Background: an optimization exercise with open tools, aiming at small area. Do not read the settings as production practice.
Where RTL was checked, it was by simulation tests only, not by an equivalence proof against the original.
The flow treats the clock pin as an ideal source. Dropping or thinning the clock tree relies on that and would not hold on a real chip.
Power and IR drop assume default switching activity.

Setup of rev 12:
// top_park
module top_park(
    input clk_50MHz,
    input reset,
    input [4:0] token_input,   
    input entry_sensor,
    input exit_sensor,
    input entry_btn_raw,       
    input exit_btn_raw,        
    output reg [6:0] HEX0, HEX1, HEX2, HEX3, HEX4, HEX5,   
    output reg [3:0] state,        
    output reg [4:0] token_code    
);
localparam S_0 = 7'b1000000, S_1 = 7'b1111001, S_2 = 7'b0100100, S_9 = 7'b0010000,
           S_P = 7'b0001100, S_R = 7'b0101111, S_E = 7'b0000110, S_S = 7'b0010010,
           S_O = 7'b1000000, S_N = 7'b0101011, S_C = 7'b1000110, S_L = 7'b1000111,
           S_T = 7'b0000111, S_BLANK = 7'b1111111;
reg [3:0] div;
wire tick = (div == 4'b1101);                      
always @(posedge clk_50MHz or posedge reset)
    if (reset) div <= 4'd0;
    else       div <= {div[2:0], div[3] ^ div[2] ^ ~|div[2:0]};
wire s3 = state[3], s2 = state[2], s1 = state[1], s0 = state[0];
wire st_wait   = ~s3 & ~s2 & ~s1 & ~s0;
wire st_entry  = ~s2 & ~s1 &  s0;
wire st_token  = ~s2 &  s1 & ~s0;
wire st_close_e =  s2 & ~s1 & ~s0;
wire st_exit   =  s2 & ~s1 &  s0;
reg btn_low;
wire btn_raw = s2 ? exit_btn_raw : entry_btn_raw;
always @(posedge clk_50MHz)
    btn_low <= (btn_low | ~(div[2] | div[0])) & (~btn_raw | (div[2] & div[1]));
reg [2:0]  timer;             
reg [3:0]  slots_q;           
reg [4:0]  lfsr;
reg [4:0]  wr_tok;            
wire car_in  = ~entry_sensor;
wire car_out = ~exit_sensor;
wire exit_go = btn_low & car_out;
wire [3:0] q = slots_q;
wire seg_u0 = ~q[2] & ~q[1];
wire seg_u1 = ~q[3] & q[2] & ~q[0];
wire seg_u2 = q[2] & q[0];
wire seg_u3 = q[3] & ~q[1] | ~q[3] & ~q[2] & ~q[0];
wire seg_u4 = ~(~q[3] & q[0] | q[2] & q[1]);
wire seg_u5 = ~(q[3] & ~q[1] | ~q[2] & q[0] | q[2] & ~q[0]);
wire seg_u6 = q[3] & q[2] | ~q[3] & ~q[2] & ~q[0];
wire seg_a0 = q[2] & ~q[1] | ~q[3] & ~q[2] & q[0];
wire seg_a1 = q[3] & ~q[2] & ~q[0];
wire seg_a2 = ~q[3] & ~q[2] & q[1] & ~q[0];
wire seg_a3 = ~q[3] & q[0] | q[2] & ~q[1];
wire seg_a4 = q[2] | ~q[3] & q[0] | q[3] & ~q[1];
wire seg_a5 = ~q[3] & q[1];
wire seg_a6 = q[0];
wire u_zero = q[3] & q[2];
wire u_full = q[3] & q[0];
wire q_inc0 = ~q[3] & ~q[2];
wire q_dec0 = q[3] & q[1];
wire q_inc1 = ~q[3];
wire q_dec1 = ~q[2];
wire q_inc2 = ~q[1];
  ...
export LEC_CHECK = 0
export ABC_AREA = 1
export CAP_MARGIN = 20
export CORE_MARGIN = 2
export CORE_UTILIZATION = 40
export SLEW_MARGIN = 20
create_clock -name core_clock -period 10.0 [get_ports {clk_50MHz}]
standard.sh (not shown) runs the stock make flow with config.mk's settings and CLKGATE_MAP_FILE= SYNTH_SCRIPT=/design/flow/synth_recipe.tcl, a recipe that flattens the netlist after the stock synthesis.
==> flow/flow/run.sh <==
#!/bin/bash
# Own layout flow: the standard ORFS flow (standard.sh) with
#  - synthesis: synth_recipe.tcl unchanged except the ABC mapping step, which
#    tries the area-oriented scripts area*.abc and keeps the smallest result
#    (ABC only maps combinational logic; registers are untouched);
#  - no adder extraction (ADDER_MAP_FILE empty), left to ABC;
#  - the smallest buffer (buf_1) for the port buffers;
#  - a one-level clock distribution (manual_cts.tcl, run as the PRE_CTS hook)
#    of four clkbuf_8 in place of TritonCTS's two-level H-tree.
# Each tool's full output goes to a log file in the work folder.
set -euo pipefail
W=$(pwd)
F=$W/flow

{
  head -1 $W/synth_recipe.tcl
  cat <<EOT
proc abc {args} {
  set i [lsearch \$args -script]
  set base [lreplace \$args \$i [expr {\$i + 1}]]
  set libs {}
  foreach k [lsearch -all \$args -liberty] { lappend libs -liberty [lindex \$args [expr {\$k + 1}]] }
  yosys design -save pre_abc
  set best ""
  foreach sc [lsort [glob $F/area*.abc]] {
    yosys design -load pre_abc
    yosys abc -script \$sc {*}\$base
    set out [tee -q -s result.string stat {*}\$libs]
    if {![regexp {Chip area for module '[^']*': ([0-9.]+)} \$out -> a]} { set a 1e9 }
    puts "ABC script \$sc: area \$a"
    if {\$best eq "" || \$a < \$best} { set best \$a; yosys design -save best_abc }
  }
  yosys design -load best_abc
  puts "ABC best area \$best"
}
EOT
  tail -n +2 $W/synth_recipe.tcl
} > $W/area_synth.tcl

ARGS=(
  SYNTH_SCRIPT=$W/area_synth.tcl
  ADDER_MAP_FILE=
  "BUFFER_PORTS_ARGS=-buffer_cell sky130_fd_sc_hd__buf_1"
  PRE_CTS_TCL=$F/manual_cts.tcl
  FLOW_CTS_CELL=sky130_fd_sc_hd__clkbuf_8
  FLOW_CTS_GROUPS=4
)

bash $W/standard.sh "${ARGS[@]}" synth > $W/flow_synth.log 2>&1
bash $W/standard.sh "${ARGS[@]}" finish > $W/flow_finish.log 2>&1
Other scripts of this flow, unchanged in this note and not shown: flow/flow/area00.abc, flow/flow/area01.abc, flow/flow/area02.abc, flow/flow/area03.abc, flow/flow/area05.abc, flow/flow/area07.abc, flow/flow/area11.abc, flow/flow/area13.abc, flow/flow/area17.abc, flow/flow/area19.abc, flow/flow/manual_cts.tcl
[inputs] rev 13 vs rev 12
diff --git a/flow/design.v b/flow/design.v
--- a/flow/design.v
+++ b/flow/design.v
@@ -28,15 +28,15 @@
 reg btn_low;
 wire btn_raw = s2 ? exit_btn_raw : entry_btn_raw;
 always @(posedge clk_50MHz)
     btn_low <= (btn_low | ~(div[2] | div[0])) & (~btn_raw | (div[2] & div[1]));
 reg [2:0]  timer;             
 reg [3:0]  slots_q;           
 reg [4:0]  lfsr;
-reg [4:0]  wr_tok;            
+reg [4:0]  exit_tok;          
 wire car_in  = ~entry_sensor;
 wire car_out = ~exit_sensor;
 wire exit_go = btn_low & car_out;
 wire [3:0] q = slots_q;
 wire seg_u0 = ~q[2] & ~q[1];
 wire seg_u1 = ~q[3] & q[2] & ~q[0];
 wire seg_u2 = q[2] & q[0];
@@ -59,27 +59,28 @@
 wire q_dec1 = ~q[2];
 wire q_inc2 = ~q[1];
 wire q_dec2 = q[1] & ~q[0] | ~q[3] & ~q[2] & ~q[1];
 wire q_inc3 = q[0] | q[3] & ~q[2] & q[1];
 wire q_dec3 = ~q[1];
 wire st_open_x = s2 & s1 & ~s0;
 reg [15:0] ring0, ring1;
-wire head = &(wr_tok[3:0] ^ div);
+wire head_l = &(lfsr[3:0] ^ div);
+wire head_x = &(exit_tok[3:0] ^ div);
 wire tok_clear = u_zero & ~s2;
-wire set0 = st_close_e & head & ~wr_tok[4];
-wire set1 = st_close_e & head &  wr_tok[4];
-wire clr0 = st_open_x & head & ~wr_tok[4];
-wire clr1 = st_open_x & head &  wr_tok[4];
+wire set0 = st_close_e & head_l & ~lfsr[4];
+wire set1 = st_close_e & head_l &  lfsr[4];
+wire clr0 = st_open_x & head_x & ~exit_tok[4];
+wire clr1 = st_open_x & head_x &  exit_tok[4];
 always @(posedge clk_50MHz) begin
     ring0 <= {ring0[14:0], ~tok_clear & (set0 | ring0[15] & ~clr0)};
     ring1 <= {ring1[14:0], ~tok_clear & (set1 | ring1[15] & ~clr1)};
 end
+always @(posedge clk_50MHz)
+    if (st_exit) exit_tok <= token_input;
 wire [4:0] addr = s0 ? token_input : lfsr;        
-always @(posedge clk_50MHz)
-    if (st_token | st_exit) wr_tok <= addr;
 wire [31:0] tok_vec;
 genvar g;
 localparam [63:0] PLACE_AT_TICK = {4'd6, 4'd5, 4'd4, 4'd1, 4'd3, 4'd13, 4'd0, 4'd11, 4'd7, 4'd2, 4'd14, 4'd12, 4'd8, 4'd15, 4'd9, 4'd10};
 generate for (g = 0; g < 16; g = g + 1) begin : tv
     if (g == 0) assign tok_vec[0] = 1'b0;          
     else        assign tok_vec[g] = ring0[PLACE_AT_TICK[4*g +: 4]];
     assign tok_vec[g + 16] = ring1[PLACE_AT_TICK[4*g +: 4]];
Results
Rev 12 → rev 13: overall power of the completed layout lost 26%; fmax saw a decrease; met3 layer usage reported by global route went down by 0.20 points; global-route wire length before repair moved up; per-cell via count in the routed design higher. Of rev 12 and rev 13, the lower number of cells on the worst reg-to-reg path belongs to rev 13. Rev 13 reached the end of the flow, and the finished layout is clean on the timing, DRC and antenna checks. In summary, rev 12 completed successfully, with a layout that passed the timing, DRC and antenna checks. The non-clock inverter count in the final layout in rev 13 sits 2.0% below the value recorded for rev 12. Diff rev 12 and rev 13: net count after synthesis higher in rev 13. The share of cells above drive strength 1 was comparable across rev 12 and rev 13. Rev 13 vs rev 12, layer carrying the most global-route usage: met2 vs met1. Delta (rev 13 minus rev 12): post-layout net count did not really move; sequential fraction of design power now larger; portion of total power attributed to the clock network higher; number of buffers inserted by hold repair at cts shows no meaningful change. Measured against each other, rev 12 and rev 13 differ in detailed-route wire length, the lower figure coming from rev 12.
For rev 12, only the layout was checked, not whether the RTL still works. No run of this note takes its clock network from TritonCTS; it comes from the design's own scripts or RTL.

Setup of before:
The RTL this note starts from:
==> flow/design.v <==
module top_park(
    input clk_50MHz,
    input reset,
    input [4:0] token_input,   
    input entry_sensor,
    input exit_sensor,
    input entry_btn_raw,       
    input exit_btn_raw,        
    output reg [6:0] HEX0, HEX1, HEX2, HEX3, HEX4, HEX5,   
    output reg [3:0] state,        
    output reg [4:0] token_code    
);
localparam S_0 = 7'b1000000, S_1 = 7'b1111001, S_2 = 7'b0100100, S_9 = 7'b0010000,
           S_P = 7'b0001100, S_R = 7'b0101111, S_E = 7'b0000110, S_S = 7'b0010010,
           S_O = 7'b1000000, S_N = 7'b0101011, S_C = 7'b1000110, S_L = 7'b1000111,
           S_T = 7'b0000111, S_BLANK = 7'b1111111;
reg [3:0] div;
wire tick = (div == 4'd7);
always @(posedge clk_50MHz or posedge reset)
    if (reset) div <= 4'd0;
    else       div <= div + 4'd1;
wire s3 = state[3], s2 = state[2], s1 = state[1], s0 = state[0];
wire st_wait   = ~s3 & ~s2 & ~s1 & ~s0;
wire st_entry  = ~s2 & ~s1 &  s0;
wire st_token  = ~s2 &  s1 & ~s0;
wire st_close_e =  s2 & ~s1 & ~s0;
wire st_exit   =  s2 & ~s1 &  s0;
reg btn_low;
wire btn_raw = s2 ? exit_btn_raw : entry_btn_raw;
always @(posedge clk_50MHz)
    btn_low <= (btn_low | ~(div[2] | div[0])) & (~btn_raw | (div[2] & div[1]));
reg [31:1] used_tok;          
reg [2:0]  timer;             
reg [3:0]  slots_used;        
reg [4:0]  lfsr;
wire car_in  = ~entry_sensor;
wire car_out = ~exit_sensor;
wire exit_go = btn_low & car_out;
wire u_zero  = (slots_used == 4'd0);
wire u_full  = slots_used[3] & slots_used[0];     
wire [4:0] addr = s0 ? token_input : lfsr;
wire tok_clear = u_zero & ~s2;
wire [3:0] lo = tok_clear ? 4'hf : (4'd1 << addr[1:0]);
wire [7:0] hi = tok_clear ? 8'hff : (8'd1 << addr[4:2]);
wire [31:0] dec;
genvar g;
generate for (g = 0; g < 32; g = g + 1) begin : dcd
    assign dec[g] = lo[g % 4] & hi[g / 4];
end endgenerate
wire hit = |({used_tok, 1'b0} & dec);
wire tok_val = (hit | st_close_e) & ~(tick & st_exit & exit_go) & ~tok_clear;
integer i;
always @(posedge clk_50MHz)
    for (i = 1; i < 32; i = i + 1)
        if (dec[i]) used_tok[i] <= tok_val;
reg done;
always @(*) begin
    if (s3) done = timer[1] & timer[0];                         
    else case (state[2:0])
        3'd2:    done = hit ? &timer : timer[1];                
        3'd3, 3'd4, 3'd6, 3'd7: done = timer[2] & timer[0];     
        default: done = 1'b1;                                   
    endcase
end
reg [3:0] nstate;
always @(*) begin
    if (s3) nstate = done ? 4'd0 : 4'd8;
    else case (state[2:0])
        3'd0: nstate = (car_in & ~u_full) ? 4'd1 : (car_out & ~u_zero) ? 4'd5 : 4'd0;
        3'd1: nstate = ~car_in ? 4'd0 : btn_low ? 4'd2 : 4'd1;
        3'd2: nstate = ~done ? 4'd2 : hit ? 4'd8 : 4'd3;
        3'd3: nstate = done ? 4'd4 : 4'd3;
        3'd4: nstate = done ? 4'd0 : 4'd4;
        3'd5: nstate = exit_go ? (hit ? 4'd6 : 4'd8) : ~car_out ? 4'd0 : 4'd5;
        3'd6: nstate = done ? 4'd7 : 4'd6;
        3'd7: nstate = done ? 4'd0 : 4'd7;
    endcase
end
always @(posedge clk_50MHz)
    timer <= (tick & done) ? 3'd0 : timer + {2'b00, tick};
wire count = done & s2 & (s1 ~^ s0);     
always @(posedge clk_50MHz or posedge reset) begin
    if (reset) begin
        state      <= 4'd0;
        slots_used <= 4'd0;
        lfsr       <= 5'b00001;
        token_code <= 5'b00001;
    end else if (tick) begin
        state <= nstate;
        if (st_entry & car_in & btn_low)
            lfsr <= {lfsr[3:0], lfsr[4] ^ lfsr[2]};
        if (st_token & ~hit)
            token_code <= lfsr;
        if (count)
            slots_used <= s1 ? slots_used - 4'd1 : slots_used + 4'd1;
    end
end
wire u3 = slots_used[3], u2 = slots_used[2], u1 = slots_used[1], u0 = slots_used[0];
wire [6:0] seg_u = {
    ~u3 & ~u2 & ~u1 | u2 & u1 & u0,
    ~u3 & ~u2 & u0 | ~u2 & u1 | u1 & u0,
    u2 & ~u1 | u0,
    ~u3 & ~u2 & ~u1 & u0 | u2 & ~u1 & ~u0 | u2 & u1 & u0,
    ~u2 & u1 & ~u0,
    u2 & ~u1 & u0 | u2 & u1 & ~u0,
    ~u3 & ~u2 & ~u1 & u0 | u2 & ~u1 & ~u0 };
wire [6:0] seg_a = {
    u3 | ~u2 & u1 & ~u0,
    ~(~u3 & ~u1 | ~u2 & u0),
    u2 & ~u1 | ~u0,
    ~(~u3 & ~u1 & ~u0 | ~u2 & u0 | u2 & u1),
    u2 & u1 & u0,
    ~u2 & u1 & u0 | u2 & ~u1 & ~u0,
    u3 & ~u0 | u2 & ~u1 & u0 };
wire [4:0] t = token_code;
always @(*) begin
    if (s3) {HEX5, HEX4, HEX3, HEX2, HEX1, HEX0} = {S_E, S_R, S_R, S_O, S_R, S_BLANK};
    else case (state[2:0])
        3'd0: {HEX5, HEX4, HEX3, HEX2, HEX1, HEX0} = {S_9, S_BLANK, S_BLANK, seg_a, S_BLANK, seg_u};
        3'd1: {HEX5, HEX4, HEX3, HEX2, HEX1, HEX0} = {S_P, S_R, S_E, S_S, S_S, S_BLANK};
        3'd2: {HEX5, HEX4, HEX3, HEX2, HEX1, HEX0} = {S_BLANK,
                  1'b1, t[4], t[4], t[4], 2'b00, t[4],
                  1'b1, t[3], t[3], t[3], 2'b00, t[3],
                  1'b1, t[2], t[2], t[2], 2'b00, t[2],
                  1'b1, t[1], t[1], t[1], 2'b00, t[1],
                  1'b1, t[0], t[0], t[0], 2'b00, t[0]};
        3'd3: {HEX5, HEX4, HEX3, HEX2, HEX1, HEX0} = {S_O, S_P, S_E, S_N, S_1, S_BLANK};
        3'd4: {HEX5, HEX4, HEX3, HEX2, HEX1, HEX0} = {S_C, S_L, S_O, S_S, S_E, S_BLANK};
        3'd5: {HEX5, HEX4, HEX3, HEX2, HEX1, HEX0} = {S_E, S_N, S_T, S_E, S_R, S_BLANK};
        3'd6: {HEX5, HEX4, HEX3, HEX2, HEX1, HEX0} = {S_O, S_P, S_E, S_N, S_2, S_BLANK};
        3'd7: {HEX5, HEX4, HEX3, HEX2, HEX1, HEX0} = {S_C, S_L, S_O, S_S, S_E, S_BLANK};
    endcase
end
endmodule
Settings: LEC_CHECK=0, ABC_AREA=1, CAP_MARGIN=20, CORE_MARGIN=2, CORE_UTILIZATION=40, SLEW_MARGIN=20; clock period 10.0 ns.
==> flow/flow/run.sh <==
#!/bin/bash
# Own layout flow: the standard ORFS flow (standard.sh) with
#  - synthesis: synth_recipe.tcl unchanged except the ABC mapping step, which
#    tries the area-oriented scripts area*.abc and keeps the smallest result
#    (ABC only maps combinational logic; registers are untouched);
#  - no adder extraction (ADDER_MAP_FILE empty), left to ABC;
#  - the smallest buffer (buf_1) for the port buffers;
#  - a clock tree of small buffers without dummy loads (cts_args).
# Each tool's full output goes to a log file in the work folder.
set -euo pipefail
W=$(pwd)
F=$W/flow

{
  head -1 $W/synth_recipe.tcl
  cat <<EOT
proc abc {args} {
  set i [lsearch \$args -script]
  set base [lreplace \$args \$i [expr {\$i + 1}]]
  set libs {}
  foreach k [lsearch -all \$args -liberty] { lappend libs -liberty [lindex \$args [expr {\$k + 1}]] }
  yosys design -save pre_abc
  set best ""
  foreach sc [lsort [glob $F/area*.abc]] {
    yosys design -load pre_abc
    yosys abc -script \$sc {*}\$base
    set out [tee -q -s result.string stat {*}\$libs]
    if {![regexp {Chip area for module '[^']*': ([0-9.]+)} \$out -> a]} { set a 1e9 }
    puts "ABC script \$sc: area \$a"
    if {\$best eq "" || \$a < \$best} { set best \$a; yosys design -save best_abc }
  }
  yosys design -load best_abc
  puts "ABC best area \$best"
}
EOT
  tail -n +2 $W/synth_recipe.tcl
} > $W/area_synth.tcl

ARGS=(
  SYNTH_SCRIPT=$W/area_synth.tcl
  ADDER_MAP_FILE=
  "BUFFER_PORTS_ARGS=-buffer_cell sky130_fd_sc_hd__buf_1"
  "CTS_ARGS=$(cat $F/cts_args)"
)

bash $W/standard.sh "${ARGS[@]}" synth > $W/flow_synth.log 2>&1
bash $W/standard.sh "${ARGS[@]}" finish > $W/flow_finish.log 2>&1
==> flow/flow/area0.abc <==
strash
dch
amap
topo
==> flow/flow/area1.abc <==
strash
&get -n
&deepsyn -T 40 -S 1
&put
dch
amap
topo
==> flow/flow/area11.abc <==
strash
&get -n
&deepsyn -T 40 -S 11
&put
dch
amap
topo
==> flow/flow/area3.abc <==
strash
&get -n
&deepsyn -T 40 -S 3
&put
dch
amap
topo
==> flow/flow/area7.abc <==
strash
&get -n
&deepsyn -T 40 -S 7
&put
dch
amap
topo
==> flow/flow/cts_args <==
-sink_clustering_enable -repair_clock_nets -buf_list sky130_fd_sc_hd__clkbuf_4 -dont_use_dummy_load
The following lists how after was set up differently from before:
-- flow/design.v --
<<< before, line 30
always @(posedge clk_50MHz)
    btn_low <= (btn_low | ~(div[2] | div[0])) & (~btn_raw | (div[2] & div[1]));
reg [31:1] used_tok;          
reg [2:0]  timer;             
reg [3:0]  slots_used;        
reg [4:0]  lfsr;
wire car_in  = ~entry_sensor;
wire car_out = ~exit_sensor;
>>> after, line 30
always @(posedge clk_50MHz)
    btn_low <= (btn_low | ~(div[2] | div[0])) & (~btn_raw | (div[2] & div[1]));
reg [2:0]  timer;             
reg [3:0]  slots_used;        
reg [4:0]  lfsr;
reg [4:0]  exit_tok;          
wire car_in  = ~entry_sensor;
wire car_out = ~exit_sensor;
<<< before, line 39
wire u_zero  = (slots_used == 4'd0);
wire u_full  = slots_used[3] & slots_used[0];     
wire [4:0] addr = s0 ? token_input : lfsr;
wire tok_clear = u_zero & ~s2;
wire [3:0] lo = tok_clear ? 4'hf : (4'd1 << addr[1:0]);
wire [7:0] hi = tok_clear ? 8'hff : (8'd1 << addr[4:2]);
wire [31:0] dec;
genvar g;
generate for (g = 0; g < 32; g = g + 1) begin : dcd
    assign dec[g] = lo[g % 4] & hi[g / 4];
end endgenerate
wire hit = |({used_tok, 1'b0} & dec);
wire tok_val = (hit | st_close_e) & ~(tick & st_exit & exit_go) & ~tok_clear;
integer i;
always @(posedge clk_50MHz)
    for (i = 1; i < 32; i = i + 1)
        if (dec[i]) used_tok[i] <= tok_val;
reg done;
always @(*) begin
>>> after, line 39
wire u_zero  = (slots_used == 4'd0);
wire u_full  = slots_used[3] & slots_used[0];     
wire st_open_x = s2 & s1 & ~s0;
reg [15:0] ring0, ring1;
wire head_l = &(lfsr[3:0] ^ div);
wire head_x = &(exit_tok[3:0] ^ div);
wire tok_clear = u_zero & ~s2;
wire set0 = st_close_e & head_l & ~lfsr[4];
wire set1 = st_close_e & head_l &  lfsr[4];
wire clr0 = st_open_x & head_x & ~exit_tok[4];
wire clr1 = st_open_x & head_x &  exit_tok[4];
always @(posedge clk_50MHz) begin
    ring0 <= {ring0[14:0], ~tok_clear & (set0 | ring0[15] & ~clr0)};
    ring1 <= {ring1[14:0], ~tok_clear & (set1 | ring1[15] & ~clr1)};
end
always @(posedge clk_50MHz)
    if (st_exit) exit_tok <= token_input;
wire [4:0] addr = s0 ? token_input : lfsr;        
wire [31:0] tok_vec;
genvar g;
generate for (g = 0; g < 16; g = g + 1) begin : tv
    if (g == 0) assign tok_vec[0] = 1'b0;          
    else        assign tok_vec[g] = ring0[(g + 7) % 16];
    assign tok_vec[g + 16] = ring1[(g + 7) % 16];
end endgenerate
wire hit = tok_vec[addr];
reg done;
always @(*) begin
--- outcome ---
Setup slack in after is larger than in before. Diff before -> after | detailed-route wire length per cell | up by more than 10%. Relative to before, the die span in y of after is lower by about 2.4%. Diff before -> after | power | increase of about 56%. Relative to before, the non-clock buffer total of the final layout of after is lower by 1. Every stage of the flow completed for after, and the final layout passed the timing, DRC and antenna checks. The most common cell after layout, fill and taps aside comes out buf_1 in one run and nor2_1 in the other, namely in after and before respectively. Per the comparison of after with before, flip-flop and latch count +6, worst hold slack -150 ps, met2 layer wire length in the routed design -14 um. after vs. before: total detailed-routing wirelength went up by 470 um.

-- static timing again, ports no longer ideal --
In the flow no input, the clock included, has a driving cell. The finished layouts below were timed again as built, in two steps. Step 1, drivers: a clkbuf_16 drives clk_50MHz and a buf_2 each remaining input, both assumed. Step 2 also shifts input and output timing later by t, the mid clock arrival at the registers, as if the neighbouring blocks saw the same clock. Slacks: ideal ports / drivers / drivers and shift; pairs: ideal ports / drivers.
run | t, ns | slack for setup (ns) | hold slack, ns | clock arrival spread, ns | slew at the worst register clock pin (ns)
rev 12 | 0.206 | 5.006 / 5.047 / 4.841 | 0.340 / 0.340 / 0.340 | 0.032 / 0.031 | 0.11 / 0.11
rev 13 | 0.210 | 4.612 / 4.590 / 4.441 | 0.335 / 0.335 / 0.335 | 0.034 / 0.033 | 0.11 / 0.11
before | 0.397 | 4.372 / 4.345 / 4.224 | 0.481 / 0.481 / 0.481 | 0.031 / 0.031 | 0.10 / 0.10
after | 0.413 | 4.408 / 4.381 / 4.794 | 0.332 / 0.332 / 0.332 | 0.032 / 0.032 | 0.10 / 0.10
After both steps every run listed still meets setup and hold. For rev 13, which loses most, drivers alone change the setup slack by -0.022 ns; drivers and shift together by -0.171 ns.
